This is an optimization exercise on Yosys and OpenROAD, whose aim is small area, not a production implementation.
Function was checked by simulation only, so behaviour that the tests miss may differ from the original.
Power figures rest on the tool's default switching activity, not on a simulated workload.

==> flow/design.v, too long to show whole: its modules and the start of the top module <==
// module Vga: 53 lines
// module Renderer: 1320 lines
// module vga_stats_display: 55 lines
module vga_stats_display(
	input clk,
	input rst,
	input [3:0] data_trans,
	input [3:0] data_recev,
	input [15:0] received1,
	input [15:0] received2,
	input [15:0] received3,
	input [15:0] received4,
	input [15:0] transmitted1,
	input [15:0] transmitted2,
	input [15:0] transmitted3,
	input [15:0] transmitted4,
	input [10:0] drop1,
	input [10:0] drop2,
	input [10:0] drop3,
	input [10:0] drop4,
	input [2:0] count1,
	input [2:0] count2,
	input [2:0] count3,
	input [2:0] count4,
	input [11:0] buffer1,
	input [11:0] buffer2,
	input [11:0] buffer3,
	input [11:0] buffer4,
	output [7:0] RED,
	output [7:0] GREEN,
	output [7:0] BLUE,
	output HSYNC,
	output VSYNC
);
  // ...
==> flow/run.sh <==
#!/bin/bash
# synth_recipe.tcl (not shown) runs the flow's synth.tcl, then flattens the netlist and writes it again
# the make line also repeats each setting of config.mk as NAME=value (left out here)
make -C /OpenROAD-flow-scripts/flow DESIGN_CONFIG=/design/flow/config.mk WORK_HOME=/design/flow/orfs CLKGATE_MAP_FILE= SYNTH_SCRIPT=/design/flow/synth_recipe.tcl finish
==> flow/config.mk <==
export PLATFORM = sky130hd
export DESIGN_NAME = vga_stats_display
export DESIGN_NICKNAME = vga_stats_display
export VERILOG_FILES = /design/flow/design.v
export SDC_FILE = /design/flow/constraint.sdc
export NUM_CORES = 4
export LEC_CHECK = 0
export ABC_AREA = 1
export CAP_MARGIN = 20
export CORE_MARGIN = 2
export CORE_UTILIZATION = 40
export CTS_CLUSTER_DIAMETER = 50
export CTS_CLUSTER_SIZE = 10
export SLEW_MARGIN = 30
==> flow/constraint.sdc <==
create_clock -name core_clock -period 40.0 [get_ports {clk}]
set_input_delay 8.0000 -clock core_clock [delete_from_list [all_inputs] [get_ports {clk}]]
set_output_delay 8.0000 -clock core_clock [all_outputs]
set_load 0.01 [all_outputs]
==> impl_metrics.yaml, run 1 <==
clock_tree:
  cts-htree-levels: 2
  ctsHoldBuffers: 0
  cts_buffer_depth: 2
  cts_root_buf: "clkbuf_16"
  insertion_delay_ns: 0.30
  cts_sinks: 48
pwr:
  power.share.clock_pct: 20.7
  p_switching_uw: 127
layout:
  inverters_excl_clock: 323
  largest_registers: "rend.w x10, vg.cx x10, vg.cy x10"
  mostFrequentLayoutCells: "nand2_1, inv_1, clkdlybuf4s50_1"
  nNetsFinal: 2750
critical_path:
  rrSetupSlack_ns: 20.78
  r2r-end: "p1[2]"
  ff2ff_path_depth: 74
  crit_family: "adder cells"
floorplanning:
  start_util_pct: 40.8
timing:
  finalWorstSetupSlack_ns: 15.39
  worst_pin_slew_ns: 0.736
  slew_viol_final: 0
  rsz0062_at_grt: "false"
route:
  vias: 15400
logic_synthesis:
  synth_seq_cells: 48
  yosys-mux-area-fraction_pct: 0
global_route:
  grt_max_degree: 67
outcome:
  status: "complete, no violations"
place:
  placed_area_mm2: 0.0155
==> inputs of run 2 (changes only) <==
--- a/flow/design.v
+++ b/flow/design.v
@@ -981,180 +981,160 @@
 			7'd96: digits_tab = 8'd150;
 			7'd97: digits_tab = 8'd151;
 			7'd98: digits_tab = 8'd152;
 			7'd99: digits_tab = 8'd153;
 			default: digits_tab = 8'd0;
 		endcase
 	end
 endfunction
-function [7:0] mod25_tab;
-	input [7:0] i;
+function [6:0] mod25_tab;
+	input [6:0] i;
+	begin
+		case (i)
+			7'd0: mod25_tab = 7'd0;
+			7'd1: mod25_tab = 7'd1;
+			7'd2: mod25_tab = 7'd2;
+			7'd3: mod25_tab = 7'd3;
+			7'd4: mod25_tab = 7'd4;
+			7'd5: mod25_tab = 7'd5;
+			7'd6: mod25_tab = 7'd6;
+			7'd7: mod25_tab = 7'd7;
+			7'd8: mod25_tab = 7'd8;
+			7'd9: mod25_tab = 7'd9;
+			7'd10: mod25_tab = 7'd10;
+			7'd11: mod25_tab = 7'd11;
+			7'd12: mod25_tab = 7'd12;
+			7'd13: mod25_tab = 7'd13;
+			7'd14: mod25_tab = 7'd14;
+			7'd15: mod25_tab = 7'd15;
+			7'd16: mod25_tab = 7'd16;
+			7'd17: mod25_tab = 7'd17;
+			7'd18: mod25_tab = 7'd18;
+			7'd19: mod25_tab = 7'd19;
+			7'd20: mod25_tab = 7'd20;
+			7'd21: mod25_tab = 7'd21;
+			7'd22: mod25_tab = 7'd22;
+			7'd23: mod25_tab = 7'd23;
+			7'd24: mod25_tab = 7'd24;
+			7'd25: mod25_tab = 7'd32;
+			7'd26: mod25_tab = 7'd33;
+			7'd27: mod25_tab = 7'd34;
+			7'd28: mod25_tab = 7'd35;
+			7'd29: mod25_tab = 7'd36;
+			7'd30: mod25_tab = 7'd37;
+			7'd31: mod25_tab = 7'd38;
+			7'd32: mod25_tab = 7'd39;
+			7'd33: mod25_tab = 7'd40;
+			7'd34: mod25_tab = 7'd41;
+			7'd35: mod25_tab = 7'd42;
+			7'd36: mod25_tab = 7'd43;
+			7'd37: mod25_tab = 7'd44;
+			7'd38: mod25_tab = 7'd45;
+			7'd39: mod25_tab = 7'd46;
+			7'd40: mod25_tab = 7'd47;
+			7'd41: mod25_tab = 7'd48;
+			7'd42: mod25_tab = 7'd49;
+			7'd43: mod25_tab = 7'd50;
+			7'd44: mod25_tab = 7'd51;
+			7'd45: mod25_tab = 7'd52;
+			7'd46: mod25_tab = 7'd53;
+			7'd47: mod25_tab = 7'd54;
+			7'd48: mod25_tab = 7'd55;
+			7'd49: mod25_tab = 7'd56;
+			7'd50: mod25_tab = 7'd64;
+			7'd51: mod25_tab = 7'd65;
+			7'd52: mod25_tab = 7'd66;
+			7'd53: mod25_tab = 7'd67;
+			7'd54: mod25_tab = 7'd68;
+			7'd55: mod25_tab = 7'd69;
+			7'd56: mod25_tab = 7'd70;
+			7'd57: mod25_tab = 7'd71;
+			7'd58: mod25_tab = 7'd72;
+			7'd59: mod25_tab = 7'd73;
+			7'd60: mod25_tab = 7'd74;
+			7'd61: mod25_tab = 7'd75;
+			7'd62: mod25_tab = 7'd76;
+			7'd63: mod25_tab = 7'd77;
+			7'd64: mod25_tab = 7'd78;
+			7'd65: mod25_tab = 7'd79;
+			7'd66: mod25_tab = 7'd80;
+			7'd67: mod25_tab = 7'd81;
+			7'd68: mod25_tab = 7'd82;
+			7'd69: mod25_tab = 7'd83;
+			7'd70: mod25_tab = 7'd84;
+			7'd71: mod25_tab = 7'd85;
+			7'd72: mod25_tab = 7'd86;
+			7'd73: mod25_tab = 7'd87;
+			7'd74: mod25_tab = 7'd88;
+			7'd75: mod25_tab = 7'd96;
+			7'd76: mod25_tab = 7'd97;
+			7'd77: mod25_tab = 7'd98;
+			7'd78: mod25_tab = 7'd99;
+			7'd79: mod25_tab = 7'd100;
+			7'd80: mod25_tab = 7'd101;
+			7'd81: mod25_tab = 7'd102;
+			7'd82: mod25_tab = 7'd103;
+			7'd83: mod25_tab = 7'd104;
+			7'd84: mod25_tab = 7'd105;
+			7'd85: mod25_tab = 7'd106;
+			7'd86: mod25_tab = 7'd107;
+			7'd87: mod25_tab = 7'd108;
+			7'd88: mod25_tab = 7'd109;
+			7'd89: mod25_tab = 7'd110;
+			7'd90: mod25_tab = 7'd111;
+			7'd91: mod25_tab = 7'd112;
+			7'd92: mod25_tab = 7'd113;
+			7'd93: mod25_tab = 7'd114;
+			7'd94: mod25_tab = 7'd115;
+			7'd95: mod25_tab = 7'd116;
+			7'd96: mod25_tab = 7'd117;
+			7'd97: mod25_tab = 7'd118;
+			7'd98: mod25_tab = 7'd119;
+			7'd99: mod25_tab = 7'd120;
+			default: mod25_tab = 7'd0;
+		endcase
+	end
+endfunction
+function [3:0] hund_tab;
+	input [4:0] i;
 	begin
 		case (i)
-			8'd0: mod25_tab = 8'd0;
-			8'd1: mod25_tab = 8'd1;
-			8'd2: mod25_tab = 8'd2;
-			8'd3: mod25_tab = 8'd3;
-			8'd4: mod25_tab = 8'd4;
-			8'd5: mod25_tab = 8'd5;
-			8'd6: mod25_tab = 8'd6;
-			8'd7: mod25_tab = 8'd7;
-			8'd8: mod25_tab = 8'd8;
-			8'd9: mod25_tab = 8'd9;
-			8'd10: mod25_tab = 8'd10;
-			8'd11: mod25_tab = 8'd11;
-			8'd12: mod25_tab = 8'd12;
-			8'd13: mod25_tab = 8'd13;
-			8'd14: mod25_tab = 8'd14;
-			8'd15: mod25_tab = 8'd15;
-			8'd16: mod25_tab = 8'd16;
-			8'd17: mod25_tab = 8'd17;
-			8'd18: mod25_tab = 8'd18;
-			8'd19: mod25_tab = 8'd19;
-			8'd20: mod25_tab = 8'd20;
-			8'd21: mod25_tab = 8'd21;
-			8'd22: mod25_tab = 8'd22;
-			8'd23: mod25_tab = 8'd23;
-			8'd24: mod25_tab = 8'd24;
-			8'd25: mod25_tab = 8'd32;
-			8'd26: mod25_tab = 8'd33;
-			8'd27: mod25_tab = 8'd34;
-			8'd28: mod25_tab = 8'd35;
-			8'd29: mod25_tab = 8'd36;
-			8'd30: mod25_tab = 8'd37;
-			8'd31: mod25_tab = 8'd38;
-			8'd32: mod25_tab = 8'd39;
-			8'd33: mod25_tab = 8'd40;
-			8'd34: mod25_tab = 8'd41;
-			8'd35: mod25_tab = 8'd42;
-			8'd36: mod25_tab = 8'd43;
-			8'd37: mod25_tab = 8'd44;
-			8'd38: mod25_tab = 8'd45;
-			8'd39: mod25_tab = 8'd46;
-			8'd40: mod25_tab = 8'd47;
-			8'd41: mod25_tab = 8'd48;
-			8'd42: mod25_tab = 8'd49;
-			8'd43: mod25_tab = 8'd50;
-			8'd44: mod25_tab = 8'd51;
-			8'd45: mod25_tab = 8'd52;
-			8'd46: mod25_tab = 8'd53;
-			8'd47: mod25_tab = 8'd54;
-			8'd48: mod25_tab = 8'd55;
-			8'd49: mod25_tab = 8'd56;
-			8'd50: mod25_tab = 8'd64;
-			8'd51: mod25_tab = 8'd65;
-			8'd52: mod25_tab = 8'd66;
-			8'd53: mod25_tab = 8'd67;
-			8'd54: mod25_tab = 8'd68;
-			8'd55: mod25_tab = 8'd69;
-			8'd56: mod25_tab = 8'd70;
-			8'd57: mod25_tab = 8'd71;
-			8'd58: mod25_tab = 8'd72;
-			8'd59: mod25_tab = 8'd73;
-			8'd60: mod25_tab = 8'd74;
-			8'd61: mod25_tab = 8'd75;
-			8'd62: mod25_tab = 8'd76;
-			8'd63: mod25_tab = 8'd77;
-			8'd64: mod25_tab = 8'd78;
-			8'd65: mod25_tab = 8'd79;
-			8'd66: mod25_tab = 8'd80;
-			8'd67: mod25_tab = 8'd81;
-			8'd68: mod25_tab = 8'd82;
-			8'd69: mod25_tab = 8'd83;
-			8'd70: mod25_tab = 8'd84;
-			8'd71: mod25_tab = 8'd85;
-			8'd72: mod25_tab = 8'd86;
-			8'd73: mod25_tab = 8'd87;
-			8'd74: mod25_tab = 8'd88;
-			8'd75: mod25_tab = 8'd96;
-			8'd76: mod25_tab = 8'd97;
-			8'd77: mod25_tab = 8'd98;
-			8'd78: mod25_tab = 8'd99;
-			8'd79: mod25_tab = 8'd100;
-			8'd80: mod25_tab = 8'd101;
-			8'd81: mod25_tab = 8'd102;
-			8'd82: mod25_tab = 8'd103;
-			8'd83: mod25_tab = 8'd104;
-			8'd84: mod25_tab = 8'd105;
-			8'd85: mod25_tab = 8'd106;
-			8'd86: mod25_tab = 8'd107;
-			8'd87: mod25_tab = 8'd108;
-			8'd88: mod25_tab = 8'd109;
-			8'd89: mod25_tab = 8'd110;
-			8'd90: mod25_tab = 8'd111;
-			8'd91: mod25_tab = 8'd112;
-			8'd92: mod25_tab = 8'd113;
-			8'd93: mod25_tab = 8'd114;
-			8'd94: mod25_tab = 8'd115;
-			8'd95: mod25_tab = 8'd116;
-			8'd96: mod25_tab = 8'd117;
-			8'd97: mod25_tab = 8'd118;
-			8'd98: mod25_tab = 8'd119;
-			8'd99: mod25_tab = 8'd120;
-			8'd100: mod25_tab = 8'd128;
-			8'd101: mod25_tab = 8'd129;
-			8'd102: mod25_tab = 8'd130;
-			8'd103: mod25_tab = 8'd131;
-			8'd104: mod25_tab = 8'd132;
-			8'd105: mod25_tab = 8'd133;
-			8'd106: mod25_tab = 8'd134;
-			8'd107: mod25_tab = 8'd135;
-			8'd108: mod25_tab = 8'd136;
-			8'd109: mod25_tab = 8'd137;
-			8'd110: mod25_tab = 8'd138;
-			8'd111: mod25_tab = 8'd139;
-			8'd112: mod25_tab = 8'd140;
-			8'd113: mod25_tab = 8'd141;
-			8'd114: mod25_tab = 8'd142;
-			8'd115: mod25_tab = 8'd143;
-			8'd116: mod25_tab = 8'd144;
-			8'd117: mod25_tab = 8'd145;
-			8'd118: mod25_tab = 8'd146;
-			8'd119: mod25_tab = 8'd147;
-			8'd120: mod25_tab = 8'd148;
-			8'd121: mod25_tab = 8'd149;
-			8'd122: mod25_tab = 8'd150;
-			8'd123: mod25_tab = 8'd151;
-			8'd124: mod25_tab = 8'd152;
-			8'd125: mod25_tab = 8'd160;
-			8'd126: mod25_tab = 8'd161;
-			8'd127: mod25_tab = 8'd162;
-			8'd128: mod25_tab = 8'd163;
-			8'd129: mod25_tab = 8'd164;
-			8'd130: mod25_tab = 8'd165;
-			8'd131: mod25_tab = 8'd166;
-			8'd132: mod25_tab = 8'd167;
-			8'd133: mod25_tab = 8'd168;
-			8'd134: mod25_tab = 8'd169;
-			8'd135: mod25_tab = 8'd170;
-			8'd136: mod25_tab = 8'd171;
-			8'd137: mod25_tab = 8'd172;
-			8'd138: mod25_tab = 8'd173;
-			8'd139: mod25_tab = 8'd174;
-			8'd140: mod25_tab = 8'd175;
-			8'd141: mod25_tab = 8'd176;
-			8'd142: mod25_tab = 8'd177;
-			8'd143: mod25_tab = 8'd178;
-			8'd144: mod25_tab = 8'd179;
-			8'd145: mod25_tab = 8'd180;
-			8'd146: mod25_tab = 8'd181;
-			8'd147: mod25_tab = 8'd182;
-			8'd148: mod25_tab = 8'd183;
-			8'd149: mod25_tab = 8'd184;
-			8'd150: mod25_tab = 8'd192;
-			8'd151: mod25_tab = 8'd193;
-			8'd152: mod25_tab = 8'd194;
-			8'd153: mod25_tab = 8'd195;
-			8'd154: mod25_tab = 8'd196;
-			8'd155: mod25_tab = 8'd197;
-			8'd156: mod25_tab = 8'd198;
-			8'd157: mod25_tab = 8'd199;
-			8'd158: mod25_tab = 8'd200;
-			default: mod25_tab = 8'd0;
+			5'd1: hund_tab = 4'd0;
+			5'd2: hund_tab = 4'd1;
+			5'd3: hund_tab = 4'd2;
+			5'd4: hund_tab = 4'd0;
+			5'd5: hund_tab = 4'd1;
+			5'd6: hund_tab = 4'd2;
+			5'd7: hund_tab = 4'd3;
+			5'd8: hund_tab = 4'd1;
+			5'd9: hund_tab = 4'd2;
+			5'd10: hund_tab = 4'd3;
+			5'd11: hund_tab = 4'd4;
+			5'd12: hund_tab = 4'd2;
+			5'd13: hund_tab = 4'd3;
+			5'd14: hund_tab = 4'd4;
+			5'd15: hund_tab = 4'd5;
+			5'd16: hund_tab = 4'd4;
+			5'd17: hund_tab = 4'd5;
+			5'd18: hund_tab = 4'd6;
+			5'd19: hund_tab = 4'd7;
+			5'd20: hund_tab = 4'd5;
+			5'd21: hund_tab = 4'd6;
+			5'd22: hund_tab = 4'd7;
+			5'd23: hund_tab = 4'd8;
+			5'd24: hund_tab = 4'd6;
+			5'd25: hund_tab = 4'd7;
+			5'd26: hund_tab = 4'd8;
+			5'd27: hund_tab = 4'd9;
+			5'd28: hund_tab = 4'd7;
+			5'd29: hund_tab = 4'd8;
+			5'd30: hund_tab = 4'd9;
+			5'd31: hund_tab = 4'd10;
+			default: hund_tab = 4'd0;
 		endcase
 	end
 endfunction
 function [6:0] tens_tab;
 	input [6:0] i;
 	begin
 		case (i)
 			7'd0: tens_tab = 7'd0;
@@ -1285,29 +1265,26 @@
 wire [15:0] a2 = ({16{row_t}} & transmitted2 | {16{row_r}} & received2 | {16{row_d}} & {5'd0, drop2}) & {16{en[1]}};
 wire [15:0] a3 = ({16{row_t}} & transmitted3 | {16{row_r}} & received3 | {16{row_d}} & {5'd0, drop3}) & {16{en[2]}};
 wire [15:0] a4 = ({16{row_t}} & transmitted4 | {16{row_r}} & received4 | {16{row_d}} & {5'd0, drop4}) & {16{en[3]}};
 wire [15:0] s1 = a1 ^ a2 ^ a3;
 wire [15:0] c1 = {(a1[14:0] & a2[14:0]) | (a1[14:0] & a3[14:0]) | (a2[14:0] & a3[14:0]), 1'b0};
 wire [15:0] s2 = s1 ^ c1 ^ a4;
 wire [15:0] c2 = {(s1[14:0] & c1[14:0]) | (s1[14:0] & a4[14:0]) | (c1[14:0] & a4[14:0]), 1'b0};
 wire [15:0] V = add(s2, c2, 1'b0);
-wire [15:0] r25_0 = add({11'd0, V[6:2]}, {8'd0, V[7] ? 8'd7 : 8'd0}, 1'b0);
-wire [15:0] r25_1 = add({8'd0, V[8] ? 8'd14 : 8'd0}, {8'd0, V[9] ? 8'd3 : 8'd0}, 1'b0);
-wire [15:0] r25_2 = add({8'd0, V[10] ? 8'd6 : 8'd0}, {8'd0, V[11] ? 8'd12 : 8'd0}, 1'b0);
-wire [15:0] r25_3 = add({8'd0, V[12] ? 8'd24 : 8'd0}, {8'd0, V[13] ? 8'd23 : 8'd0}, 1'b0);
-wire [15:0] r25_4 = add({8'd0, V[14] ? 8'd21 : 8'd0}, {8'd0, V[15] ? 8'd17 : 8'd0}, 1'b0);
-wire [15:0] S25 = add(add(add(r25_0, r25_1, 1'b0), add(r25_2, r25_3, 1'b0), 1'b0), r25_4, 1'b0);
-wire [7:0] m25 = mod25_tab(S25[7:0]);	 
+wire [15:0] ra = add({11'd0, V[6:2]}, {13'd0, {3{V[7]}}}, 1'b0);			 
+wire [15:0] rb = add({12'd0, {3{V[8]}}, 1'b0}, {14'd0, {2{V[9]}}}, 1'b0);		 
+wire [15:0] rc = add({13'd0, {2{V[10]}}, 1'b0}, {12'd0, {2{V[11]}}, 2'b0}, 1'b0);	 
+wire [15:0] rd = add({12'd0, ~V[15:12]}, 16'd10, 1'b0);				 
+wire [15:0] sp = add(add(ra, rb, 1'b0), add(rc, rd, 1'b0), 1'b0);
+wire [6:0] m25 = mod25_tab(sp[6:0]);	 
 wire [7:0] dd = digits_tab({m25[4:0], V[1:0]});
 wire [3:0] d1 = dd[7:4];
 wire [3:0] d0 = dd[3:0];
-wire [15:0] d2w = add(add({15'd0, V[7]}, {14'd0, V[8], 1'b0}, 1'b0), {13'd0, V[9], 1'b0, V[9]}, 1'b0);
-wire [15:0] d2x = add(d2w, {13'd0, m25[7:5]}, 1'b0);
-wire [3:0] d2 = d2x[3:0];
+wire [3:0] d2 = hund_tab({V[9:7], m25[6:5]});
 wire lt1000 = ~ge(V, 1000);
 wire ge100 = ge(V, 100);
 wire [3:0] cdigit = pos_h ? d2 : pos_t ? d1 : d0;
 wire cnt_show = ~pos_h | lt1000;
 wire [3:0] bcol, dcol, bside, bspan;
 genvar gb, gj;
 generate
 	for (gb = 0; gb < 4; gb = gb + 1) begin : g_box
@@ -1322,17 +1299,18 @@
 	for (gj = 0; gj < 6; gj = gj + 1) begin : g_row
 		assign brow[gj] = in(Y, 228 - 21*gj, 248 - 21*gj);
 		assign drow[gj] = in(Y, 233 - 21*gj, 243 - 21*gj);
 	end
 endgenerate
 wire box_line = (|bside & in(Y, 129, 249)) | (|bspan & ((y == 129) | (y == 248)));
 wire [2:0] cnt = ({3{bcol[0]}} & count1) | ({3{bcol[1]}} & count2) | ({3{bcol[2]}} & count3) | ({3{bcol[3]}} & count4);
 wire [11:0] bw = ({12{bcol[0]}} & buffer1) | ({12{bcol[1]}} & buffer2) | ({12{bcol[2]}} & buffer3) | ({12{bcol[3]}} & buffer4);
-wire [5:0] filled = {cnt == 3'd6, cnt >= 3'd5, cnt >= 3'd4, cnt >= 3'd3, cnt >= 3'd2, cnt >= 3'd1};
+wire [5:0] filled = {cnt == 3'd6, cnt[2] & (cnt[1] | cnt[0]), cnt[2], cnt[2] | (cnt[1] & cnt[0]),
+	cnt[2] | cnt[1], |cnt};
 wire cell_on = |(brow & filled);
 wire cell_in = |bcol & |brow & ~(bcol[2] & brow[3]);
 wire [2:0] cell_col = bcol[0] ? RED : bcol[1] ? BLUE : bcol[2] ? YELLOW : GREEN;
 wire dig_in = |dcol & |drow;
 wire [1:0] dig_w = ({2{drow[0]}} & bw[11:10]) | ({2{drow[1]}} & bw[9:8]) | ({2{drow[2]}} & bw[7:6])
 	| ({2{drow[3]}} & bw[5:4]) | ({2{drow[4]}} & bw[3:2]) | ({2{drow[5]}} & bw[1:0]);
 wire [2:0] xo = dig_in ? (dcol[0] ? 3'd4 : dcol[1] ? 3'd2 : dcol[2] ? 3'd0 : 3'd6)
 	: tot_in ? 3'd3 : 3'd7;
==> flow/flow/run.sh (new file) <==
#!/bin/bash
# Own layout flow: the standard flow, except that
#  - the combinational logic of the standard synthesis is re-optimised by ABC
#    (flow/reopt.tcl); the flip-flops keep their cells and names;
#  - the port buffers are sky130_fd_sc_hd__buf_1 (every port still gets one).
# Each tool's output goes to a log file of its own in this folder.
set -euo pipefail
W=$(pwd)
R=$W/orfs/results/$FLOW_PLATFORM/vga_stats_display/base

bash standard.sh synth > $W/flow_synth.log 2>&1
cp $R/1_2_yosys.v $W/standard_netlist.v

IN=$W/standard_netlist.v OUT=$W/reopt_netlist.v ABC_T=${ABC_T:-120} \
LIB=$FLOW_HOME/platforms/$FLOW_PLATFORM/lib/sky130_fd_sc_hd__tt_025C_1v80.lib \
	yosys -c $W/flow/reopt.tcl > $W/reopt.log 2>&1

# the flip-flops must come through unchanged
diff <(grep -o 'sky130_fd_sc_hd__df[a-z0-9_]* [^ ]*' $W/standard_netlist.v | sort) \
     <(grep -o 'sky130_fd_sc_hd__df[a-z0-9_]* [^ ]*' $W/reopt_netlist.v | sort) > $W/flops_diff.log

cp $W/reopt_netlist.v $R/1_2_yosys.v
rm -f $R/1_synth.odb
bash standard.sh "BUFFER_PORTS_ARGS=-buffer_cell sky130_fd_sc_hd__buf_1" finish > $W/flow_finish.log 2>&1
==> flow/flow/reopt.tcl (new file) <==
# Re-optimises the combinational logic of the standard synthesis's netlist
# with ABC. The flip-flops stay as they are (same cells, same names: they are
# black boxes here); every other cell is read as its logic function from the liberty file and mapped
# again. Environment: IN (netlist), OUT (netlist written), LIB (liberty),
# ABC_T (seconds for ABC's deepsyn).
yosys read_liberty -ignore_miss_func $::env(LIB)
yosys read_verilog $::env(IN)
yosys hierarchy -top vga_stats_display
yosys setattr -mod -set blackbox 1 sky130_fd_sc_hd__df*
yosys stat -liberty $::env(LIB)
yosys flatten
yosys opt -purge
yosys abc -liberty $::env(LIB) -dont_use sky130_fd_sc_hd__probe_p_8 -dont_use sky130_fd_sc_hd__probec_p_8 -dont_use sky130_fd_sc_hd__lpflow_bleeder_1 -dont_use sky130_fd_sc_hd__lpflow_clkbufkapwr_1 -dont_use sky130_fd_sc_hd__lpflow_clkbufkapwr_16 -dont_use sky130_fd_sc_hd__lpflow_clkbufkapwr_2 -dont_use sky130_fd_sc_hd__lpflow_clkbufkapwr_4 -dont_use sky130_fd_sc_hd__lpflow_clkbufkapwr_8 -dont_use sky130_fd_sc_hd__lpflow_clkinvkapwr_1 -dont_use sky130_fd_sc_hd__lpflow_clkinvkapwr_16 -dont_use sky130_fd_sc_hd__lpflow_clkinvkapwr_2 -dont_use sky130_fd_sc_hd__lpflow_clkinvkapwr_4 -dont_use sky130_fd_sc_hd__lpflow_clkinvkapwr_8 -dont_use sky130_fd_sc_hd__lpflow_decapkapwr_12 -dont_use sky130_fd_sc_hd__lpflow_decapkapwr_3 -dont_use sky130_fd_sc_hd__lpflow_decapkapwr_4 -dont_use sky130_fd_sc_hd__lpflow_decapkapwr_6 -dont_use sky130_fd_sc_hd__lpflow_decapkapwr_8 -dont_use sky130_fd_sc_hd__lpflow_inputiso0n_1 -dont_use sky130_fd_sc_hd__lpflow_inputiso0p_1 -dont_use sky130_fd_sc_hd__lpflow_inputiso1n_1 -dont_use sky130_fd_sc_hd__lpflow_inputiso1p_1 -dont_use sky130_fd_sc_hd__lpflow_inputisolatch_1 -dont_use sky130_fd_sc_hd__lpflow_isobufsrc_1 -dont_use sky130_fd_sc_hd__lpflow_isobufsrc_16 -dont_use sky130_fd_sc_hd__lpflow_isobufsrc_2 -dont_use sky130_fd_sc_hd__lpflow_isobufsrc_4 -dont_use sky130_fd_sc_hd__lpflow_isobufsrc_8 -dont_use sky130_fd_sc_hd__lpflow_isobufsrckapwr_16 -dont_use sky130_fd_sc_hd__lpflow_lsbuf_lh_hl_isowell_tap_1 -dont_use sky130_fd_sc_hd__lpflow_lsbuf_lh_hl_isowell_tap_2 -dont_use sky130_fd_sc_hd__lpflow_lsbuf_lh_hl_isowell_tap_4 -dont_use sky130_fd_sc_hd__lpflow_lsbuf_lh_isowell_4 -dont_use sky130_fd_sc_hd__lpflow_lsbuf_lh_isowell_tap_1 -dont_use sky130_fd_sc_hd__lpflow_lsbuf_lh_isowell_tap_2 -dont_use sky130_fd_sc_hd__lpflow_lsbuf_lh_isowell_tap_4  -script "+strash;&get,-n;&deepsyn,-T,$::env(ABC_T);&put;strash;&get,-n;&dch,-f;&nf,-a;&put"
yosys opt_clean -purge
# the mapped cells' port directions, for the checks below
yosys read_liberty -lib -nooverwrite $::env(LIB)
yosys hilomap -singleton -hicell sky130_fd_sc_hd__conb_1 HI -locell sky130_fd_sc_hd__conb_1 LO
yosys insbuf -buf sky130_fd_sc_hd__buf_1 A X
yosys splitnets
yosys opt_clean -purge
yosys check -assert
yosys stat -liberty $::env(LIB)
yosys write_verilog -noattr -nohex -nodec $::env(OUT)
==> flow/standard.sh (new file) <==
#!/bin/bash
# synth_recipe.tcl (not shown) runs the flow's synth.tcl, then flattens the netlist and writes it again
# the make line also repeats each setting of config.mk as NAME=value (left out here)
make -C /OpenROAD-flow-scripts/flow DESIGN_CONFIG=/design/flow/config.mk WORK_HOME=/design/flow/orfs CLKGATE_MAP_FILE= SYNTH_SCRIPT=/design/flow/synth_recipe.tcl "${@:-finish}"
removed: flow/run.sh
==> run 2 against run 1 <==
Effect of this change:
- power shrank 3.3%
- critical path type unchanged
- maximum frequency is 19% higher
- count of clock-buffer cells in the layout unchanged
==> impl_metrics.yaml, run 2 <==
layout:
  mostFrequentLayoutCells: "buf_1, nand2_1, nor2_1"
  fill_cells: 2783
  ff_latch_area_um2: 961
  drive_above_1_share_pct: 2.28
  nNetsFinal: 2127
  largest_registers: "rend.w x10, vg.cx x10, vg.cy x10"
  fin_util_pct: 47.4
  layout_commonest_cell: "buf_1"
  syn_to_final_growth_pct: 16.6
  antenna_cells: 0
  multi_input_area_mm2: 0.00943
clock_tree:
  cts_buffer_depth: 2
  cts_root_buf: "clkbuf_16"
  cts_resized: 0
  cts_tree: "built"
  ctsHoldBuffers: 0
  clkTransAtPathRegs_ns: 0.07
  cts_inserted_buffers: 5
  cts-htree-levels: 2
  insertion_delay_ns: 0.30
  cts_sinks: 48
  cts_setup_buffers: 0
route:
  drc_errors: 0
  drt-total-wl_um: 41600
  wl_per_cell_um: 18.7
  drtPass1Iterations: 9
  drtIter0Drc: 1403
  routed_via_density: 6.11
  drtAntennaViolNets: 0
  vias: 13600
timing:
  rsz0062_at_grt: "false"
  tns_ns: 0
  hold_viol: 0
  finalCritPeriodShare_pct: 51.8
  min_period_ns: 20.71
  finalClockSkew_ns: 0.00723
  slew_viol_final: 0
  clock.fmax_mhz: 48.3
  slew-limit-headroom_pct: 40.0
  worst_pin_slew_ns: 0.893
  setup-violations-final: 0
critical_path:
  path_max_fanout: 12
  cp-start-kind: "input pin"
  endpoint: "p1[0]"
  critPathMostFrequentCell: "maj3_1"
  path_depth: 43
  ff2ff_path_depth: 46
  slowest_delay_ns: 0.63
  crit_type: "in -> reg"
  cp-end-kind: "register"
  crit_required_ns: 40.23
  r2r-end: "p1[0]"
  crit_start: "received2[1]"
  rrSetupSlack_ns: 24.14
  cp_slowest_cell: "xnor2_1"
  crit_family: "compound AO/OA/AOI/OAI gates"
  reg2reg_from: "vg.cx[2]"
  cp.arrival_ns: 20.94
  critPathBufInv: 1
job:
  drv_cap: 0
min_path:
  hp-class: "reg -> reg"
place:
  portBuffers: 267
  place.gp.congestion: 0.977
  dp_hpwl_um: 34100
pwr:
  peakVddDrop_mv: 0.0212
  powerDensity_mw_per_mm2: 22.0
  cellLeakagePower_nw: 4.53
global_route:
  grt.overflow.total: 0
  grt_use_total_pct: 28.3
  grt_pass1_vias: 12400
  antenna_found_initial: 0
  grt_first_pass_wirelength_um: 65100
  grt_max_degree: 23
floorplanning:
  chipHeight_um: 166
  die_area_mm2: 0.0277
  start_util_pct: 40.6
  die_w_um: 166
  placementRows: 59
  core_area_mm2: 0.0260
  ioPinCount: 268
logic_synthesis:
  synthCells: 1615
  syn_avg_cell_area_um2: 6.54
  syn-num-nets: 1857
  syn_area_mm2: 0.0106
  ys_warn_count: 3
outcome:
  status: "complete, no violations"
[run 2: cell count changes in the layout (fill, tap and decap cells not counted), moves of 78 or more]
| cell | previous run | this run |
|---|---|---|
| nand2_1 | 639 | 266 |
| clkdlybuf4s50_1 | 267 | 0 |
| inv_1 | 280 | 0 |
| buf_1 | 0 | 267 |
| nand3_1 | 178 | 93 |
| xnor2_1 | 6 | 145 |
| ha_1 | 82 | 0 |
| fa_1 | 87 | 0 |
| xor2_1 | 9 | 87 |
[run 2: cell type report]
class,instances,area share [%]
sequential,48,7.81
inverter,46,1.40
clock inverter,3,0.376
tap,335,3.41
clock buffer,5,1.02
timing repair buffer,287,9.37
multi-input combinational,1497,76.6
[run 2: worst reg2reg max path, delay by kind of cell, from the launching register on]
kind	cells	cell delay, ns
AO/OA/AOI/OAI	24	6.54
XOR/XNOR	6	2.20
adder cells (fa/ha/maj)	6	2.51
flip-flops	1	0.78
AND/OR/NAND/NOR	10	3.73
[run 2: worst min path at each step]
stage / startpoint / to / slack [ns] / cells past startpoint
2_1_floorplan: p1[0] / p2[0] / 0.31 / 0
3_3_place_gp: p1[2] / p2[2] / 0.31 / 0
3_5_place_dp: p2[2] / p3[2] / 0.31 / 0
4_1_cts: p2[2] / p3[2] / 0.33 / 0
5_1_grt: p1[0] / p2[0] / 0.34 / 0
6_report: p3[1] / p4[1] / 0.33 / 0
[run 2: metrics by stage]
stage                     setup slack (ns)  hold slack [ns]  std cells  total power [mW]  instance area (µm²)
after floorplan                      20.84            0.310       1615             0.171                10600
after global placement               19.49            0.311       2213             0.218                12100
after detailed placement             19.08            0.312       2213             0.215                12100
after CTS                            19.37            0.329       2221             0.266                12300
after global routing                 18.06            0.338       2221             0.287                12300
final                                19.29            0.330       2221             0.270                12300
[run 2: metal layers]
layer / track usage [%] / up-vias / wire (µm)
met5: 0 / - / 0
met4: 6.75 / 0 / 1040
met3: 4.59 / 103 / 3670
met2: 45.5 / 726 / 18500
met1: 39.6 / 6211 / 18400
li1: - / 6532 / -
[run 2: report_power, final]
part / internal [mW] / total [mW] / switching [mW] / leakage (nW)
Combinational: 0.0619 / 0.151 / 0.0893 / 4.06
Clock: 0.0298 / 0.0505 / 0.0207 / 0.0804
Sequential: 0.0544 / 0.0684 / 0.0140 / 0.393
Total: 0.146 / 0.270 / 0.124 / 4.53
==> inputs of run 3 (changes only) <==
--- a/flow/flow/run.sh
+++ b/flow/flow/run.sh
@@ -13,3 +13,3 @@
 
-IN=$W/standard_netlist.v OUT=$W/reopt_netlist.v ABC_T=${ABC_T:-120} \
+IN=$W/standard_netlist.v OUT=$W/reopt_netlist.v ABC_T=${ABC_T:-180} \
 LIB=$FLOW_HOME/platforms/$FLOW_PLATFORM/lib/sky130_fd_sc_hd__tt_025C_1v80.lib \
@@ -21,2 +21,5 @@
 
+# and every cell must be mapped (no logic left as expressions)
+if grep -q "assign" $W/reopt_netlist.v; then echo "unmapped logic" >&2; exit 1; fi
+
 cp $W/reopt_netlist.v $R/1_2_yosys.v
==> flow/flow/reopt.tcl (replaced) <==
# Re-optimises the combinational logic of the standard synthesis's netlist
# with ABC. The flip-flops stay as they are (same cells, same names: they are
# black boxes here); every other cell is read as its logic function from the liberty file and mapped
# again. Environment: IN (netlist), OUT (netlist written), LIB (liberty),
# ABC_T (seconds for ABC's deepsyn).
yosys read_liberty -ignore_miss_func $::env(LIB)
yosys read_verilog $::env(IN)
yosys hierarchy -top vga_stats_display
yosys setattr -mod -set blackbox 1 sky130_fd_sc_hd__df*
yosys stat -liberty $::env(LIB)
yosys flatten
yosys opt -purge
yosys abc -liberty $::env(LIB) -dont_use sky130_fd_sc_hd__probe_p_8 -dont_use sky130_fd_sc_hd__probec_p_8 -dont_use sky130_fd_sc_hd__lpflow_bleeder_1 -dont_use sky130_fd_sc_hd__lpflow_clkbufkapwr_1 -dont_use sky130_fd_sc_hd__lpflow_clkbufkapwr_16 -dont_use sky130_fd_sc_hd__lpflow_clkbufkapwr_2 -dont_use sky130_fd_sc_hd__lpflow_clkbufkapwr_4 -dont_use sky130_fd_sc_hd__lpflow_clkbufkapwr_8 -dont_use sky130_fd_sc_hd__lpflow_clkinvkapwr_1 -dont_use sky130_fd_sc_hd__lpflow_clkinvkapwr_16 -dont_use sky130_fd_sc_hd__lpflow_clkinvkapwr_2 -dont_use sky130_fd_sc_hd__lpflow_clkinvkapwr_4 -dont_use sky130_fd_sc_hd__lpflow_clkinvkapwr_8 -dont_use sky130_fd_sc_hd__lpflow_decapkapwr_12 -dont_use sky130_fd_sc_hd__lpflow_decapkapwr_3 -dont_use sky130_fd_sc_hd__lpflow_decapkapwr_4 -dont_use sky130_fd_sc_hd__lpflow_decapkapwr_6 -dont_use sky130_fd_sc_hd__lpflow_decapkapwr_8 -dont_use sky130_fd_sc_hd__lpflow_inputiso0n_1 -dont_use sky130_fd_sc_hd__lpflow_inputiso0p_1 -dont_use sky130_fd_sc_hd__lpflow_inputiso1n_1 -dont_use sky130_fd_sc_hd__lpflow_inputiso1p_1 -dont_use sky130_fd_sc_hd__lpflow_inputisolatch_1 -dont_use sky130_fd_sc_hd__lpflow_isobufsrc_1 -dont_use sky130_fd_sc_hd__lpflow_isobufsrc_16 -dont_use sky130_fd_sc_hd__lpflow_isobufsrc_2 -dont_use sky130_fd_sc_hd__lpflow_isobufsrc_4 -dont_use sky130_fd_sc_hd__lpflow_isobufsrc_8 -dont_use sky130_fd_sc_hd__lpflow_isobufsrckapwr_16 -dont_use sky130_fd_sc_hd__lpflow_lsbuf_lh_hl_isowell_tap_1 -dont_use sky130_fd_sc_hd__lpflow_lsbuf_lh_hl_isowell_tap_2 -dont_use sky130_fd_sc_hd__lpflow_lsbuf_lh_hl_isowell_tap_4 -dont_use sky130_fd_sc_hd__lpflow_lsbuf_lh_isowell_4 -dont_use sky130_fd_sc_hd__lpflow_lsbuf_lh_isowell_tap_1 -dont_use sky130_fd_sc_hd__lpflow_lsbuf_lh_isowell_tap_2 -dont_use sky130_fd_sc_hd__lpflow_lsbuf_lh_isowell_tap_4  -script "+strash;&get,-n;&deepsyn,-T,$::env(ABC_T);&put;strash;amap"
yosys opt_clean -purge
# the mapped cells' port directions, for the checks below
yosys read_liberty -lib -nooverwrite $::env(LIB)
yosys hilomap -singleton -hicell sky130_fd_sc_hd__conb_1 HI -locell sky130_fd_sc_hd__conb_1 LO
yosys insbuf -buf sky130_fd_sc_hd__buf_1 A X
yosys splitnets
yosys opt_clean -purge
yosys check -assert
yosys stat -liberty $::env(LIB)
yosys write_verilog -noattr -nohex -nodec $::env(OUT)
==> run 3 against run 2 <==
Effect of this change:
- still clean on timing, DRC and antenna
- die area shrank 21%
- via count decreased by 8.7%
- final cell count fell by 9.5%
- non-clock buffer count stayed put
- worst hold slack got worse by 0.0036 ns
- critical path type unchanged
==> impl_metrics.yaml, run 3 <==
outcome:
  status: "complete, no violations"
pwr:
  p_int_uw: 138
  switching_share_pct: 47.3
  cellLeakagePower_nw: 3.20
  peakVddDrop_mv: 0.0160
  powerDensity_mw_per_mm2: 26.6
  p_switching_uw: 124
  pwr-share-comb_pct: 57.2
  p_seq_share_pct: 23.8
  power.share.clock_pct: 19.1
  power_uw: 263
timing:
  timing.hold.ws_ns: 0.326
  worst_pin_slew_ns: 1.00
  tns_ns: 0
  finalClockSkew_ns: 0.00563
  finalWorstSetupSlack_ns: 18.63
  clock.fmax_mhz: 46.8
  min_period_ns: 21.37
  slew_viol_final: 0
  setup-violations-final: 0
  finalCritPeriodShare_pct: 53.4
  hold_viol: 0
  slew-limit-headroom_pct: 33.0
  rsz0062_at_grt: "false"
layout:
  largest_registers: "rend.w x10, vg.cx x10, vg.cy x10"
  multi_input_area_mm2: 0.00665
  fin_cells: 2011
  drive_above_1_share_pct: 1.67
  fin_area_mm2: 0.00988
  layout_commonest_cell: "nor2_1"
  fill_cells: 2215
  syn_to_final_growth_pct: 19.0
  antenna_cells: 0
  mostFrequentLayoutCells: "nor2_1, buf_1, clkinv_1"
  fin_util_pct: 48.7
  ff_latch_area_um2: 961
  nNetsFinal: 1982
route:
  drc_errors: 0
  drtAntennaViolNets: 0
  wl_per_cell_um: 18.6
  vias: 12400
  drtPass1Iterations: 11
  routed_via_density: 6.16
  drtIter0Drc: 1931
  drt-total-wl_um: 37300
critical_path:
  crit_start: "transmitted3[1]"
  critPathBufInv: 7
  cp-start-kind: "input pin"
  cp-end-kind: "register"
  crit_type: "in -> reg"
  critPathMostFrequentCell: "nor2_1"
  cp.arrival_ns: 21.59
  cp_slowest_cell: "or4_1"
  path_max_fanout: 8
  reg2reg_from: "vg.cy[0]"
  slowest_delay_ns: 0.52
  crit_required_ns: 40.22
  crit_family: "simple AND/OR/NAND/NOR gates"
floorplanning:
  start_util_pct: 40.9
  ioPinCount: 268
  die_area_mm2: 0.0219
  placementRows: 52
  chipHeight_um: 148
  die_w_um: 148
  core_area_mm2: 0.0203
job:
  drv_cap: 0
place:
  portBuffers: 267
  dp.cells: 2003
  dp_hpwl_um: 31200
  placed_area_mm2: 0.00971
  place_ws_ns: 18.59
  place.gp.congestion: 1.03
global_route:
  grt.overflow.total: 0
  antenna_found_initial: 0
  met1_usage_pct: 47.5
  grt-busiest-layer: "met2"
  gr-usage-met2_pct: 49.7
  grt_use_total_pct: 32.5
  grt_max_degree: 18
  grt_first_pass_wirelength_um: 57900
  grt_pass1_vias: 10800
  grt_use_met3_pct: 5.00
clock_tree:
  cts_root_buf: "clkbuf_16"
  cts-htree-levels: 2
  insertion_delay_ns: 0.30
  ctsHoldBuffers: 0
  cts_setup_buffers: 0
  cts_tree: "built"
  cts_buffer_depth: 2
  cts_resized: 0
  cts_sinks: 48
  cts_inserted_buffers: 5
  clkTransAtPathRegs_ns: 0.07
logic_synthesis:
  syn-num-nets: 1712
  ys_warn_count: 3
  syn_area_mm2: 0.00830
  syn_avg_cell_area_um2: 5.65
  synthCells: 1470
min_path:
  hp-start: "p4[0]"
  hp-class: "reg -> reg"
-- run 3: cell types whose count changed in the layout (fill, tap and decap cells not counted), sizes merged, moves of 75 or more --
| cell | before | now |
|---|---|---|
| nand3 | 93 | 18 |
| xnor2 | 147 | 2 |
| nor2 | 155 | 378 |
| nand2 | 266 | 153 |
| xor2 | 87 | 3 |
| clkinv | 46 | 163 |
-- run 3: routing by layer --
metal / vias up / wire (µm)
met5: - / 0
met4: 0 / 1080
met3: 99 / 4170
met2: 794 / 15800
met1: 5473 / 16300
li1: 6020 / -
-- run 3: path summary, 6_finish.rpt --
kind              endpoint  slack (ns)  depth (start not counted)
setup reg to reg     p1[2]       23.00                         90
hold / removal      rgb[0]        0.33                          0
hold reg to reg     rgb[0]        0.33                          0
setup / recovery     p1[2]       18.63                         75
-- run 3: power groups by stage --
| stage | Combinational (mW) | Sequential, mW | Clock (mW) |
|---|---|---|---|
| after floorplan | 0.107 | 0.0608 | 0 |
| after global routing | 0.168 | 0.0636 | 0.0524 |
| after CTS | 0.146 | 0.0623 | 0.0501 |
| final | 0.150 | 0.0624 | 0.0500 |
| after global placement | 0.148 | 0.0637 | 0 |
| after detailed placement | 0.145 | 0.0633 | 0 |
-- run 3: cell type report --
class	count	area share, %
clock inverters	3	0.481
clock buffers	5	1.27
flip-flops and latches	48	9.73
inverters	161	6.12
repair buffers	287	11.7
multi-input cells	1237	67.3
well taps	270	3.42
-- run 3: worst register-to-register path: cells and delay by family (launching register included) --
family / cells / cell delay, ns
AOI/OAI and AO/OA: 32 / 6.87
buffers and inverters: 12 / 1.95
DFF: 1 / 0.52
and+or+nand+nor: 46 / 7.60
==> inputs of run 4 (changes only) <==
==> flow/flow/run.sh (replaced) <==
#!/bin/bash
# Own layout flow: the standard flow, except that
#  - the combinational logic of the standard synthesis is re-optimised by ABC
#    (flow/reopt.tcl), with a few random seeds in parallel, keeping the
#    smallest result; the flip-flops keep their cells and names;
#  - the port buffers are sky130_fd_sc_hd__buf_1 (every port still gets one).
# Each tool's output goes to a log file of its own in this folder.
set -euo pipefail
W=$(pwd)
R=$W/orfs/results/$FLOW_PLATFORM/vga_stats_display/base
LIB=$FLOW_HOME/platforms/$FLOW_PLATFORM/lib/sky130_fd_sc_hd__tt_025C_1v80.lib

bash standard.sh synth > $W/flow_synth.log 2>&1
cp $R/1_2_yosys.v $W/standard_netlist.v

SEEDS="1 2 3 4"
for s in $SEEDS; do
	IN=$W/standard_netlist.v OUT=$W/reopt_netlist_$s.v ABC_T=${ABC_T:-300} ABC_S=$s LIB=$LIB \
		yosys -c $W/flow/reopt.tcl > $W/reopt_$s.log 2>&1 &
done
wait

# keep the smallest netlist that passed its checks: the flip-flops must come
# through unchanged, and every cell must be mapped (no logic left as expressions)
flops() { grep -o 'sky130_fd_sc_hd__df[a-z0-9_]* [^ ]*' "$1" | sort; }
flops $W/standard_netlist.v > $W/flops_standard.txt
best=""; best_area=""
for s in $SEEDS; do
	f=$W/reopt_netlist_$s.v
	[[ -f $f ]] || continue
	grep -q "End of script" $W/reopt_$s.log || continue
	flops $f | cmp -s - $W/flops_standard.txt || continue
	if grep -q "assign" $f; then continue; fi
	area=$(grep -i "chip area" $W/reopt_$s.log | tail -1 | awk '{print $NF}')
	echo "seed $s: area $area" >> $W/reopt_choice.log
	if [[ -z $best_area ]] || awk -v a=$area -v b=$best_area 'BEGIN{exit !(a<b)}'; then
		best=$f; best_area=$area
	fi
done
[[ -n $best ]] || { echo "no usable re-optimised netlist" >&2; exit 1; }
echo "chosen: $best ($best_area)" >> $W/reopt_choice.log

cp $best $R/1_2_yosys.v
rm -f $R/1_synth.odb
bash standard.sh "BUFFER_PORTS_ARGS=-buffer_cell sky130_fd_sc_hd__buf_1" finish > $W/flow_finish.log 2>&1
==> flow/flow/reopt.tcl (replaced) <==
# Re-optimises the combinational logic of the standard synthesis's netlist
# with ABC. The flip-flops stay as they are (same cells, same names: they are
# black boxes here); every other cell is read as its logic function from the liberty file and mapped
# again. Environment: IN (netlist), OUT (netlist written), LIB (liberty),
# ABC_T (seconds for ABC's deepsyn), ABC_S (its random seed).
yosys read_liberty -ignore_miss_func $::env(LIB)
yosys read_verilog $::env(IN)
yosys hierarchy -top vga_stats_display
yosys setattr -mod -set blackbox 1 sky130_fd_sc_hd__df*
yosys stat -liberty $::env(LIB)
yosys flatten
yosys opt -purge
yosys abc -liberty $::env(LIB) -dont_use sky130_fd_sc_hd__probe_p_8 -dont_use sky130_fd_sc_hd__probec_p_8 -dont_use sky130_fd_sc_hd__lpflow_bleeder_1 -dont_use sky130_fd_sc_hd__lpflow_clkbufkapwr_1 -dont_use sky130_fd_sc_hd__lpflow_clkbufkapwr_16 -dont_use sky130_fd_sc_hd__lpflow_clkbufkapwr_2 -dont_use sky130_fd_sc_hd__lpflow_clkbufkapwr_4 -dont_use sky130_fd_sc_hd__lpflow_clkbufkapwr_8 -dont_use sky130_fd_sc_hd__lpflow_clkinvkapwr_1 -dont_use sky130_fd_sc_hd__lpflow_clkinvkapwr_16 -dont_use sky130_fd_sc_hd__lpflow_clkinvkapwr_2 -dont_use sky130_fd_sc_hd__lpflow_clkinvkapwr_4 -dont_use sky130_fd_sc_hd__lpflow_clkinvkapwr_8 -dont_use sky130_fd_sc_hd__lpflow_decapkapwr_12 -dont_use sky130_fd_sc_hd__lpflow_decapkapwr_3 -dont_use sky130_fd_sc_hd__lpflow_decapkapwr_4 -dont_use sky130_fd_sc_hd__lpflow_decapkapwr_6 -dont_use sky130_fd_sc_hd__lpflow_decapkapwr_8 -dont_use sky130_fd_sc_hd__lpflow_inputiso0n_1 -dont_use sky130_fd_sc_hd__lpflow_inputiso0p_1 -dont_use sky130_fd_sc_hd__lpflow_inputiso1n_1 -dont_use sky130_fd_sc_hd__lpflow_inputiso1p_1 -dont_use sky130_fd_sc_hd__lpflow_inputisolatch_1 -dont_use sky130_fd_sc_hd__lpflow_isobufsrc_1 -dont_use sky130_fd_sc_hd__lpflow_isobufsrc_16 -dont_use sky130_fd_sc_hd__lpflow_isobufsrc_2 -dont_use sky130_fd_sc_hd__lpflow_isobufsrc_4 -dont_use sky130_fd_sc_hd__lpflow_isobufsrc_8 -dont_use sky130_fd_sc_hd__lpflow_isobufsrckapwr_16 -dont_use sky130_fd_sc_hd__lpflow_lsbuf_lh_hl_isowell_tap_1 -dont_use sky130_fd_sc_hd__lpflow_lsbuf_lh_hl_isowell_tap_2 -dont_use sky130_fd_sc_hd__lpflow_lsbuf_lh_hl_isowell_tap_4 -dont_use sky130_fd_sc_hd__lpflow_lsbuf_lh_isowell_4 -dont_use sky130_fd_sc_hd__lpflow_lsbuf_lh_isowell_tap_1 -dont_use sky130_fd_sc_hd__lpflow_lsbuf_lh_isowell_tap_2 -dont_use sky130_fd_sc_hd__lpflow_lsbuf_lh_isowell_tap_4  -script "+strash;&get,-n;&deepsyn,-T,$::env(ABC_T),-S,$::env(ABC_S);&put;strash;amap"
yosys opt_clean -purge
# the mapped cells' port directions, for the checks below
yosys read_liberty -lib -nooverwrite $::env(LIB)
yosys hilomap -singleton -hicell sky130_fd_sc_hd__conb_1 HI -locell sky130_fd_sc_hd__conb_1 LO
yosys insbuf -buf sky130_fd_sc_hd__buf_1 A X
yosys splitnets
yosys opt_clean -purge
yosys check -assert
yosys stat -liberty $::env(LIB)
yosys write_verilog -noattr -nohex -nodec $::env(OUT)
==> run 4 against run 3 <==
Effect of this change:
- power decreased by 2.3%
- wire length is 1.4% lower
- maximum frequency down 5.1%
- count of clock-buffer cells in the layout stayed put
- critical endpoint unchanged
- largest cell class unchanged
- highest routed layer unchanged
==> impl_metrics.yaml, run 4 <==
outcome:
  status: "complete, no violations"
route:
  drtPass1Iterations: 14
  wl_met3_um: 4240
  topRoutingLayerUsed: "met4"
  drtAntennaViolNets: 0
  wl_per_cell_um: 18.6
  drc_errors: 0
  met1_length_um: 16000
  routed_via_density: 6.16
  vias: 12200
  dr_wl_met2_um: 15700
  drt-total-wl_um: 36800
  drtIter0Drc: 1627
floorplanning:
  ioPinCount: 268
  core_area_mm2: 0.0202
  die_area_mm2: 0.0217
  start_util_pct: 40.7
  chipHeight_um: 147
  placementRows: 52
  die_w_um: 147
critical_path:
  slowest_delay_ns: 0.75
  cp-end-kind: "register"
  path_max_fanout: 10
  cp_slowest_cell: "o21ai_0"
  crit_start: "received2[1]"
  cp-start-kind: "input pin"
  crit_required_ns: 40.22
  reg2reg_from: "vg.cy[0]"
  critPathMostFrequentCell: "nor2_1"
  cp.arrival_ns: 22.75
  ff2ff_path_depth: 102
  r2r-end: "p1[2]"
  crit_type: "in -> reg"
  rrSetupSlack_ns: 21.63
clock_tree:
  cts_sinks: 48
  cts_setup_buffers: 0
  cts_resized: 0
  insertion_delay_ns: 0.30
  cts_root_buf: "clkbuf_16"
  cts-htree-levels: 2
  ctsHoldBuffers: 0
  cts_buffer_depth: 2
  clkTransAtPathRegs_ns: 0.07
  cts_tree: "built"
  cts_inserted_buffers: 5
layout:
  largest_registers: "rend.w x10, vg.cx x10, vg.cy x10"
  fill_cells: 2205
  antenna_cells: 0
  mostFrequentLayoutCells: "nor2_1, buf_1, clkinv_1"
  nNetsFinal: 1955
  drive_above_1_share_pct: 1.46
  layout_commonest_cell: "nor2_1"
  syn_to_final_growth_pct: 19.1
pwr:
  power.share.clock_pct: 22.3
  p_seq_share_pct: 23.1
  powerDensity_mw_per_mm2: 26.2
  pwr-share-comb_pct: 54.6
  p_int_uw: 139
  cellLeakagePower_nw: 3.16
  p_switching_uw: 117
  peakVddDrop_mv: 0.0219
  switching_share_pct: 45.7
global_route:
  grt_use_total_pct: 32.4
  grt_max_degree: 17
  antenna_found_initial: 0
  grt_first_pass_wirelength_um: 56800
  grt_pass1_vias: 10700
  grt.overflow.total: 0
logic_synthesis:
  syn_avg_cell_area_um2: 5.68
  syn-num-nets: 1688
  syn_area_mm2: 0.00822
  synthCells: 1446
  ys_warn_count: 3
timing:
  worst_pin_slew_ns: 1.01
  timing.hold.ws_ns: 0.329
  slew-limit-headroom_pct: 32.3
  finalWorstSetupSlack_ns: 17.47
  slew_viol_final: 0
  min_period_ns: 22.53
  setup-violations-final: 0
  tns_ns: 0
  finalClockSkew_ns: 0.00866
  clock.fmax_mhz: 44.4
  rsz0062_at_grt: "false"
  finalCritPeriodShare_pct: 56.3
  hold_viol: 0
min_path:
  hp-class: "reg -> reg"
  hp-start: "p3[0]"
  whs_path_depth: 0
  holdPathEnd: "p4[0]"
place:
  place.gp.congestion: 1.05
  portBuffers: 267
  dp_hpwl_um: 30400
  place_ws_ns: 17.45
job:
  drv_cap: 0
run 4: stage by stage:
step,utilization (%),instances,cell area (µm²),total power [mW]
3_3_place_gp,47.6,1976,9590,0.198
5_1_grt,48.5,1984,9790,0.274
2_1_floorplan,-,1446,8220,0.156
6_report,48.5,1984,9790,0.256
3_5_place_dp,47.6,1976,9590,0.195
4_1_cts,48.5,1984,9790,0.252
run 4: cell type report:
cell class	count	area [µm²]	share of cell area (%)
multi-input cells	1199	6510	66.5
repair buffers	284	1130	11.5
flip-flops and latches	48	961	9.82
inverters	175	657	6.71
well taps	270	338	3.45
clock buffers	5	125	1.28
clock inverters	3	68.8	0.703
run 4: worst max-delay path by stage:
stage | cells after the start | to
6_report | 88 | p1[2]
5_1_grt | 88 | p1[2]
4_1_cts | 88 | p1[2]
3_5_place_dp | 88 | p1[2]
3_3_place_gp | 88 | p1[2]
2_1_floorplan | 87 | p1[2]
run 4: per-layer routing:
metal,vias up,track usage [%]
li1,5931,-
met5,-,0
met3,91,6.24
met1,5417,46.4
met2,779,50.5
met4,0,6.97
run 4: worst max-delay path, delay by kind of cell:
kind,cells,cell delay (ns)
AO/OA/AOI/OAI,35,8.21
buffers and inverters,3,0.68
XOR/XNOR,1,0.10
AND/OR/NAND/NOR,49,5.75
run 4: power by group through the flow:
stage | Combinational (mW) | Clock [mW] | Sequential [mW]
6_report | 0.140 | 0.0572 | 0.0592
5_1_grt | 0.154 | 0.0602 | 0.0599
4_1_cts | 0.135 | 0.0578 | 0.0591
3_5_place_dp | 0.134 | 0 | 0.0602
3_3_place_gp | 0.138 | 0 | 0.0603
2_1_floorplan | 0.0976 | 0 | 0.0583
==> inputs of run 5 (changes only) <==
==> flow/flow/run.sh (replaced) <==
#!/bin/bash
# Own layout flow: the standard flow, except that
#  - the port buffers are sky130_fd_sc_hd__buf_1 (every port still gets one).
# Each tool's output goes to a log file of its own in this folder.
set -euo pipefail
W=$(pwd)
R=$W/orfs/results/$FLOW_PLATFORM/vga_stats_display/base
LIB=$FLOW_HOME/platforms/$FLOW_PLATFORM/lib/sky130_fd_sc_hd__tt_025C_1v80.lib

bash standard.sh synth > $W/flow_synth.log 2>&1
cp $R/1_2_yosys.v $W/standard_netlist.v

flops() { grep -o 'sky130_fd_sc_hd__df[a-z0-9_]* [^ ]*' "$1" | sort; }
flops $W/standard_netlist.v > $W/flops_standard.txt
best=""; best_area=""

# one round: re-optimise netlist $1 with seeds $3.. for $2 seconds each, in
# parallel; then keep the smallest netlist that passed its checks (the
# flip-flops come through unchanged, every cell is mapped)
round() {
	local in=$1 t=$2; shift 2
	local s f area
	for s in "$@"; do
		IN=$in OUT=$W/reopt_netlist_$s.v ABC_T=$t ABC_S=$s LIB=$LIB \
			yosys -c $W/flow/reopt.tcl > $W/reopt_$s.log 2>&1 &
	done
	wait
	for s in "$@"; do
		f=$W/reopt_netlist_$s.v
		[[ -f $f ]] || continue
		grep -q "End of script" $W/reopt_$s.log || continue
		flops $f | cmp -s - $W/flops_standard.txt || continue
		if grep -q "assign" $f; then continue; fi
		area=$(grep -i "chip area" $W/reopt_$s.log | tail -1 | awk '{print $NF}')
		echo "seed $s from $(basename $in): area $area" >> $W/reopt_choice.log
		if [[ -z $best_area ]] || awk -v a=$area -v b=$best_area 'BEGIN{exit !(a<b)}'; then
			best=$f; best_area=$area
		fi
	done
}

round $W/standard_netlist.v ${T1:-300} 1 2 3 4
round $W/standard_netlist.v ${T1:-300} 5 6 7 8
[[ -n $best ]] || { echo "no usable re-optimised netlist" >&2; exit 1; }
cp $best $W/round1_best.v
round $W/round1_best.v ${T2:-180} 11 12 13 14
echo "chosen: $best ($best_area)" >> $W/reopt_choice.log

cp $best $R/1_2_yosys.v
rm -f $R/1_synth.odb
bash standard.sh "BUFFER_PORTS_ARGS=-buffer_cell sky130_fd_sc_hd__buf_1" finish > $W/flow_finish.log 2>&1
==> run 5 against run 4 <==
Effect of this change:
- still clean
- sequential power grew 3%
- maximum frequency grew 2.7%
- clock power down 14%
- sequential share of layout area hardly changed
- global-route usage increased by 0.91 points
- power shrank 2.5%
- final cell count is the same
- critical endpoint unchanged
- largest cell class unchanged
- highest routed layer unchanged
==> impl_metrics.yaml, run 5 <==
layout:
  fin_util_pct: 48.4
  multi_input_area_mm2: 0.00651
  layout_commonest_cell: "nor2_1"
  fin_area_mm2: 0.00976
  fill_cells: 2197
  syn_to_final_growth_pct: 19.3
  nNetsFinal: 1951
  drive_above_1_share_pct: 1.64
  ff_latch_area_um2: 961
  mostFrequentLayoutCells: "nor2_1, buf_1, clkinv_1"
  largest_registers: "rend.w x10, vg.cx x10, vg.cy x10"
clock_tree:
  cts-htree-levels: 2
  cts_buffer_depth: 2
  cts_inserted_buffers: 5
  ctsHoldBuffers: 0
  cts_sinks: 48
  cts_tree: "built"
  cts_setup_buffers: 0
  insertion_delay_ns: 0.30
  cts_root_buf: "clkbuf_16"
  clkTransAtPathRegs_ns: 0.08
  cts_resized: 0
critical_path:
  path_max_fanout: 7
  critPathMostFrequentCell: "nor2_1"
  cp-start-kind: "input pin"
  crit_required_ns: 40.24
  cp-end-kind: "register"
  crit_type: "in -> reg"
  cp_slowest_cell: "or4_1"
  cp.arrival_ns: 22.17
  crit_family: "compound AO/OA/AOI/OAI gates"
  critPathBufInv: 6
  slowest_delay_ns: 0.48
pwr:
  powerDensity_mw_per_mm2: 25.6
  cellLeakagePower_nw: 3.09
  peakVddDrop_mv: 0.0208
  power_uw: 250
global_route:
  grt_max_degree: 18
  grt_first_pass_wirelength_um: 57500
  grt_pass1_vias: 10900
  grt.overflow.total: 0
  grt_use_total_pct: 33.3
  antenna_found_initial: 5
min_path:
  hp-class: "reg -> reg"
logic_synthesis:
  syn_avg_cell_area_um2: 5.68
  syn_area_mm2: 0.00818
  synthCells: 1440
  syn-num-nets: 1682
  ys_warn_count: 3
place:
  portBuffers: 267
  placed_area_mm2: 0.00958
  dp_hpwl_um: 30900
  place.gp.congestion: 1.01
timing:
  min_period_ns: 21.93
  clock.fmax_mhz: 45.6
  tns_ns: 0
  rsz0062_at_grt: "false"
  finalClockSkew_ns: 0.0123
  hold_viol: 0
  slew_viol_final: 0
  timing.hold.ws_ns: 0.329
  setup-violations-final: 0
  finalCritPeriodShare_pct: 54.8
  worst_pin_slew_ns: 0.940
  slew-limit-headroom_pct: 37.3
job:
  drv_cap: 0
floorplanning:
  chipHeight_um: 147
  placementRows: 52
  die_area_mm2: 0.0216
  ioPinCount: 268
  core_area_mm2: 0.0202
  start_util_pct: 40.6
  die_w_um: 147
route:
  vias: 12100
  drc_errors: 0
  wl_per_cell_um: 19.0
  drt-total-wl_um: 37700
  drtIter0Drc: 1321
  drtAntennaViolNets: 0
  drtPass1Iterations: 6
  routed_via_density: 6.11
outcome:
  status: "complete, no violations"
-- run 5: cell count changes in the layout (fill, tap and decap cells not counted), sizes merged, moves of 8 or more --
cell,before,now
a222oi,64,54
o21a,13,22
a31oi,13,22
a22o,11,19
a21boi,10,1
o21ai,173,141
-- run 5: power by group --
group	switching (mW)	internal, mW	total (mW)
Sequential	0.00659	0.0541	0.0607
Clock	0.0198	0.0295	0.0493
Combinational	0.0919	0.0483	0.140
-- run 5: worst paths after layout --
path,from,end,slack (ns),cells after the start
worst max register to register,vg.cy[0],p1[2],21.78,96
worst min-delay path,p1[1],p2[1],0.33,0
worst max-delay path,transmitted1[0],p1[2],18.07,81
worst min register to register,p1[1],p2[1],0.33,0
-- run 5: cell type report --
class,count,share of cell area [%]
clock inverter,2,0.359
tap,270,3.46
clock buffer,6,1.32
sequential,48,9.85
multi-input combinational,1200,66.7
timing repair buffer,286,11.7
antenna,4,0.103
inverter,168,6.46
-- run 5: per-layer routing --
layer  wire length (µm)  up-vias  share of wire, %  global-route usage (%)
li1                   -     5898                 -                       -
met1              14900     5347                39                    41.8
met2              16600      755                44                    55.4
met3               4480      119                12                    7.76
met4               1800        0               4.8                    13.1
met5                  0        -                 0                       0
-- run 5: metrics by stage --
step           setup slack, ns  cells
2_1_floorplan            19.96   1440
3_3_place_gp             18.58   1972
3_5_place_dp             18.22   1972
4_1_cts                  18.46   1980
5_1_grt                  16.30   1984
6_report                 18.07   1984
==> inputs of run 6 (changes only) <==
--- a/flow/config.mk
+++ b/flow/config.mk
@@ -11,4 +11,6 @@
 export CORE_UTILIZATION = 40
+export CTS_BUF_LIST = sky130_fd_sc_hd__clkbuf_8
 export CTS_CLUSTER_DIAMETER = 50
 export CTS_CLUSTER_SIZE = 10
+export GPL_TIMING_DRIVEN = 0
 export SLEW_MARGIN = 30
==> run 6 against run 5 <==
Effect of this change:
- maximum frequency is 4.6% lower
- setup slack worse by 1.1 ns
- worst hold slack better by 0.0022 ns
- critical path depth is 1 lower
- core utilization is 0.068 points higher
- clock skew is 0.0084 ns higher
- highest routed layer unchanged
- combinational power hardly changed
- register-to-register slack worse by 1.7 ns
- wire length is 2.1% lower
- critical path type unchanged
- global-route usage is 0.90 points lower
- largest cell class unchanged
==> impl_metrics.yaml, run 6 <==
place:
  placed_area_mm2: 0.00963
  portBuffers: 267
  dp.cells: 1983
  dp_hpwl_um: 30400
  place_ws_ns: 17.04
  place.gp.congestion: 0.969
pwr:
  p_switching_uw: 117
  switching_share_pct: 49.0
  p_int_uw: 122
  power.share.clock_pct: 16.1
  pwr-share-comb_pct: 58.6
  peakVddDrop_mv: 0.0157
  power_uw: 239
  p_seq_share_pct: 25.3
  powerDensity_mw_per_mm2: 24.5
  cellLeakagePower_nw: 3.04
logic_synthesis:
  syn_area_mm2: 0.00818
  syn_avg_cell_area_um2: 5.68
  syn-num-nets: 1682
  ys_warn_count: 3
  synthCells: 1440
layout:
  fin_cells: 1996
  layout_commonest_cell: "nor2_1"
  largest_registers: "rend.w x10, vg.cx x10, vg.cy x10"
  fin_area_mm2: 0.00977
  mostFrequentLayoutCells: "nor2_1, buf_1, clkinv_1"
  drive_above_1_share_pct: 1.80
  nNetsFinal: 1962
  fin_util_pct: 48.4
  syn_to_final_growth_pct: 19.4
global_route:
  grt_use_total_pct: 32.4
  grt_first_pass_wirelength_um: 56200
  grt.overflow.total: 0
  grt_pass1_vias: 10400
  grt_max_degree: 18
  antenna_found_initial: 5
timing:
  tns_ns: 0
  clock.fmax_mhz: 43.5
  min_period_ns: 22.99
  setup-violations-final: 0
  finalCritPeriodShare_pct: 57.5
  finalWorstSetupSlack_ns: 17.01
  timing.hold.ws_ns: 0.331
  slew-limit-headroom_pct: 35.2
  rsz0062_at_grt: "false"
  slew_viol_final: 0
  hold_viol: 0
  finalClockSkew_ns: 0.0207
  worst_pin_slew_ns: 0.970
route:
  vias: 12000
  drt-total-wl_um: 37000
  drtAntennaViolNets: 0
  routed_via_density: 6.02
  drc_errors: 0
  wl_per_cell_um: 18.5
  drtPass1Iterations: 7
  drtIter0Drc: 1277
critical_path:
  crit_required_ns: 40.18
  cp.arrival_ns: 23.18
  path_max_fanout: 7
  cp-start-kind: "input pin"
  slowest_delay_ns: 0.58
  cp_slowest_cell: "nor4_2"
  rrSetupSlack_ns: 20.07
  cp-end-kind: "register"
  crit_type: "in -> reg"
  critPathMostFrequentCell: "nor2_1"
floorplanning:
  chipHeight_um: 147
  die_w_um: 147
  ioPinCount: 268
  start_util_pct: 40.6
  die_area_mm2: 0.0216
  placementRows: 52
  core_area_mm2: 0.0202
outcome:
  status: "complete, no violations"
clock_tree:
  clkTransAtPathRegs_ns: 0.08
  cts_buffer_depth: 2
  cts_inserted_buffers: 5
  cts_resized: 0
  ctsHoldBuffers: 0
  cts_setup_buffers: 0
  cts-htree-levels: 2
  cts_root_buf: "clkbuf_8"
  insertion_delay_ns: 0.33
  cts_tree: "built"
  cts_sinks: 48
job:
  drv_cap: 0
min_path:
  hp-class: "reg -> reg"
run 6: area by class of cell:
class                      count  area (µm²)
clock inverter                 2        38.8
inverter                     168         631
sequential                    48         961
buffer                        24        90.1
clock buffer                   6        82.6
multi-input combinational   1200        6560
timing repair buffer         273        1060
fill                        2232       10400
tap                          270         338
antenna                        5        12.5
run 6: worst paths after layout:
check,startpoint,endpoint,depth (start not counted)
min,p3[2],p4[2],0
max reg2reg,vg.cy[0],p1[2],94
max,transmitted2[0],p1[2],80
min reg2reg,p3[2],p4[2],0
run 6: worst max-delay path, delay by kind of cell:
kind	cells	cell delay (ns)
AOI/OAI and AO/OA	36	8.08
buffers and inverters	5	0.75
xor gates and xnor gates	1	0.25
and+or+nand+nor	38	6.06
run 6: power groups by stage:
| stage | registers, mW | logic (mW) | clock network (mW) |
|---|---|---|---|
| after global placement | 0.0616 | 0.137 | 0 |
| after floorplan | 0.0596 | 0.0973 | 0 |
| after CTS | 0.0603 | 0.136 | 0.0390 |
| after global routing | 0.0615 | 0.157 | 0.0410 |
| final | 0.0606 | 0.140 | 0.0385 |
| after detailed placement | 0.0615 | 0.135 | 0 |
run 6: layer usage:
| metal | routed length, µm | global-route usage (%) | up-vias |
|---|---|---|---|
| li1 | - | - | 5933 |
| met1 | 15100 | 42.2 | 5258 |
| met2 | 16300 | 52.9 | 744 |
| met3 | 4040 | 6.93 | 88 |
| met4 | 1540 | 12.0 | 0 |
| met5 | 0 | 0 | - |

Re-timed with assumed drivers on the ports (clkbuf_16 on the clock, buf_2 on other inputs), run 6 has 17.015 ns of setup slack against 17.008 ns with ideal ports, and 16.663 ns once port delays also move by the mid clock arrival of 0.352 ns.
